Source: an optimization exercise on an open RTL-to-GDS flow (aim: small area and few clock cycles). Production flows keep margins and buffers that such runs may drop. In this exercise RTL edits were held to simulation tests only and were not proved equivalent to the original. Power is estimated from default activity; no workload was simulated.

==> module F, before the edit <==
module F(
    input empty,
    input [15:0] iu,
    input [15:0] iv,
    input [15:0] offset,
    input [PRECISION-1:0] indatar,
    input [PRECISION-1:0] indatai,
    output read,
    output valid,
    output [15:0] gind,
    output [15:0] cind,
    output [PRECISION-1:0] outdatar,
    output [PRECISION-1:0] outdatai,
    input clk,
    input rst
    );
	parameter PRECISION = 32;
	parameter GSIZE = 32;
	parameter SUPPORT = 7;
	parameter SSIZE = 2*SUPPORT+1;
	reg [3:0] k;	 
	wire last = (k == SSIZE - 1);
	always @(posedge clk)
		if (rst)
			k <= 0;
		else if (!empty)
			k <= last ? 4'd0 : k + 4'd1;
	function [16:0] radd(input [15:0] a, input [15:0] b, input ci);
		integer i;
		reg c;
		begin
			c = ci;
			for (i = 0; i < 16; i = i + 1) begin
				radd[i] = a[i] ^ b[i] ^ c;
				c = (a[i] & b[i]) | (c & (a[i] ^ b[i]));
			end
			radd[16] = c;
		end
	endfunction
	function [31:0] csa(input [15:0] a, input [15:0] b, input [15:0] c);
		csa = {(a & b) | (a & c) | (b & c), a ^ b ^ c};
	endfunction
	function [16:0] padd(input [15:0] a, input [15:0] b, input ci);
		reg [15:0] g, p, gg, pp;
		integer i, j, l;
		begin
			g = a & b;
			p = a ^ b;
			gg = g;
			pp = p;
			gg[0] = g[0] | (p[0] & ci);
			for (l = 0; l < 4; l = l + 1)
				for (i = 0; i < 16; i = i + 1)
					if ((i >> l) & 1) begin
						j = ((i >> (l + 1)) << (l + 1)) + (1 << l) - 1;
						gg[i] = gg[i] | (pp[i] & gg[j]);
						pp[i] = pp[i] & pp[j];
					end
			padd = {gg[15], p ^ {gg[14:0], ci}};
		end
	endfunction
	wire [3:0] n0 = offset[3:0], n1 = offset[7:4], n2 = offset[11:8], n3 = offset[15:12];
	wire [16:0] a = padd(n2, n3, 1'b0);			 
	wire [16:0] p = padd(n0, n1, 1'b0);			 
	wire [16:0] s = padd(p[4:0], a[4:0], 1'b0);		 
	wire [1:0] sh = s[5:4];
	wire [3:0] sl = s[3:0];
	wire e = (sl == 15) || (sl >= 14 && sh != 0) || (sl >= 13 && sh[1]) || (sl >= 12 && sh == 3);
	wire [31:0] dc = csa(n1, a[4:0], k);
	wire [16:0] d = padd(dc[4:0], {dc[20:16], 1'b0}, 1'b0);	 
	wire [16:0] u = radd(n3, a[4], 1'b0);			 
	wire [16:0] bh = padd({u[4:0], a[3:0]}, d[5:4], 1'b0);
	wire [16:0] q = padd({bh[8:0], d[3:0]}, sh, e);
	assign cind = {3'd0, q[12:0]};
	assign valid = !empty;
	assign read = !empty && last;
	wire [16:0] gl = radd(iu[4:0], 5'd25, 1'b0);
	wire [31:0] g1 = csa(iv[10:0], iu[15:5], 11'h7ff);
	wire [31:0] g2 = csa(g1[10:0], {g1[25:16], 1'b0}, k);
	wire [16:0] gh = radd(g2[10:0], {g2[25:16], 1'b0}, gl[5]);
	assign gind = {gh[10:0], gl[4:0]};
	assign outdatar = indatar;
	assign outdatai = indatai;
endmodule
Settings: LEC_CHECK=0, CAP_MARGIN=20, CORE_MARGIN=2, CORE_UTILIZATION=55, CTS_BUF_LIST=sky130_fd_sc_hd__clkbuf_2, CTS_CLUSTER_DIAMETER=200, CTS_CLUSTER_SIZE=20, SLEW_MARGIN=20; clock period 8.0 ns.
standard.sh (not shown) runs the stock make flow with config.mk's settings and CLKGATE_MAP_FILE= SYNTH_SCRIPT=/design/flow/synth_recipe.tcl, a recipe that flattens the netlist after the stock synthesis.
==> flow/flow/run.sh <==
#!/bin/bash
# Standard layout with two changes to synthesis: adders stay plain gates
# (no full/half-adder cells) and ABC maps with flow/abc.script.
# Each tool's output goes to a log file in the work folder.
set -e
W=$(pwd)
{ head -n 1 synth_recipe.tcl; cat flow/abc_proc.tcl; tail -n +2 synth_recipe.tcl; } > own_synth.tcl
export MY_ABC_SCRIPT=$W/flow/abc.script MY_ABC_D=4500
bash standard.sh ADDER_MAP_FILE= SYNTH_SCRIPT=$W/own_synth.tcl BUFFER_PORTS_ARGS="-buffer_cell sky130_fd_sc_hd__buf_1" finish > standard.log 2>&1
==> flow/flow/abc.script <==
strash; dc2; resub -K 8; dc2; dch -f; amap; topo; stime -c
==> flow/flow/abc_proc.tcl <==
# Own ABC script for technology mapping: synth.tcl calls abc with its
# -script and -D; this replaces the script with $MY_ABC_SCRIPT, in which
# {D} stands for the delay target $MY_ABC_D (ps).
proc abc {args} {
  set f [open $::env(MY_ABC_SCRIPT) r]
  set s [string map [list "{D}" $::env(MY_ABC_D)] [read $f]]
  close $f
  set script $::env(OBJECTS_DIR)/own_abc.script
  set f [open $script w]
  puts $f $s
  close $f
  set out {}
  for {set i 0} {$i < [llength $args]} {incr i} {
    set a [lindex $args $i]
    if {$a eq "-script"} { incr i; lappend out -script $script; continue }
    if {$a eq "-D"} { incr i; continue }
    lappend out $a
  }
  yosys abc {*}$out
}
Testbench counts at the start, summed over its fixed seeds: cycles 21,630.
Then changed:
--- a/flow/design.v
+++ b/flow/design.v
@@ -97,12 +97,11 @@
 	wire [3:0] sl = s[3:0];
 	wire e = (sl == 15) || (sl >= 14 && sh != 0) || (sl >= 13 && sh[1]) || (sl >= 12 && sh == 3);
 	wire [31:0] dc = csa(n1, a[4:0], k);
 	wire [16:0] d = padd(dc[4:0], {dc[20:16], 1'b0}, 1'b0);	 
-	wire [16:0] u = radd(n3, a[4], 1'b0);			 
-	wire [16:0] bh = padd({u[4:0], a[3:0]}, d[5:4], 1'b0);
-	wire [16:0] q = padd({bh[8:0], d[3:0]}, sh, e);
-	assign cind = {3'd0, q[12:0]};
+	wire [16:0] lo = padd(d[3:0], sh, e);
+	wire [16:0] hi = padd({n3, a[3:0]}, {a[4], 2'b00, d[5:4]}, lo[4]);
+	assign cind = {3'd0, hi[8:0], lo[3:0]};
 	assign valid = !empty;
 	assign read = !empty && last;
 	wire [16:0] gl = radd(iu[4:0], 5'd25, 1'b0);
 	wire [31:0] g1 = csa(iv[10:0], iu[15:5], 11'h7ff);
Outcome:
- design area falls by 2.2%
- routed wire length rises by 15%
- global-route usage rises by 6.0 points
- hold slack degrades by 33 ps
- setup slack degrades by 32 ps
- final cell count falls by 4.1%
- power hardly moves
- sequential share of layout area hardly moves
- synthesized cell count falls by 5.6%
- clock-buffer cell count stays the same
- non-clock buffer count rises by 3
- core utilization falls by 0.39 points
- maximum frequency falls by 0.44%
- critical path depth rises by 3
Testbench counts after the change, summed over its fixed seeds: cycles 21,630.

separate check: timing with driven ports:
How much do the figures lean on ideal ports? The routed layouts below were timed once more, with nothing changed but the port constraints. Step 1, drivers: a clkbuf_16 drives clk and a buf_2 each remaining input, both assumed. Step 2 times the ports against the registers' clock, not the clock port: input delays grow and output delays shrink by t, the midpoint of the rising clock arrivals with the driver on. a / b / c = ideal ports / drivers / drivers and shift; a / b = the first two.
| run | t, ns | setup WS [ns] | hold slack, ns | worst setup path at the end | worst slew at a driven data input, ns |
|---|---|---|---|---|---|
| the first run | 0.223 | 0.706 / 0.683 / 0.683 | 0.567 / 0.567 / 0.567 | input to output | 0.09 |
| the second run | 0.237 | 0.673 / 0.651 / 0.651 | 0.534 / 0.534 / 0.534 | input to output | 0.13 |
After both steps every run listed still meets setup and hold. The setup slack of the first run, which loses most, moves by -0.023 ns with the drivers and by -0.023 ns with both steps.
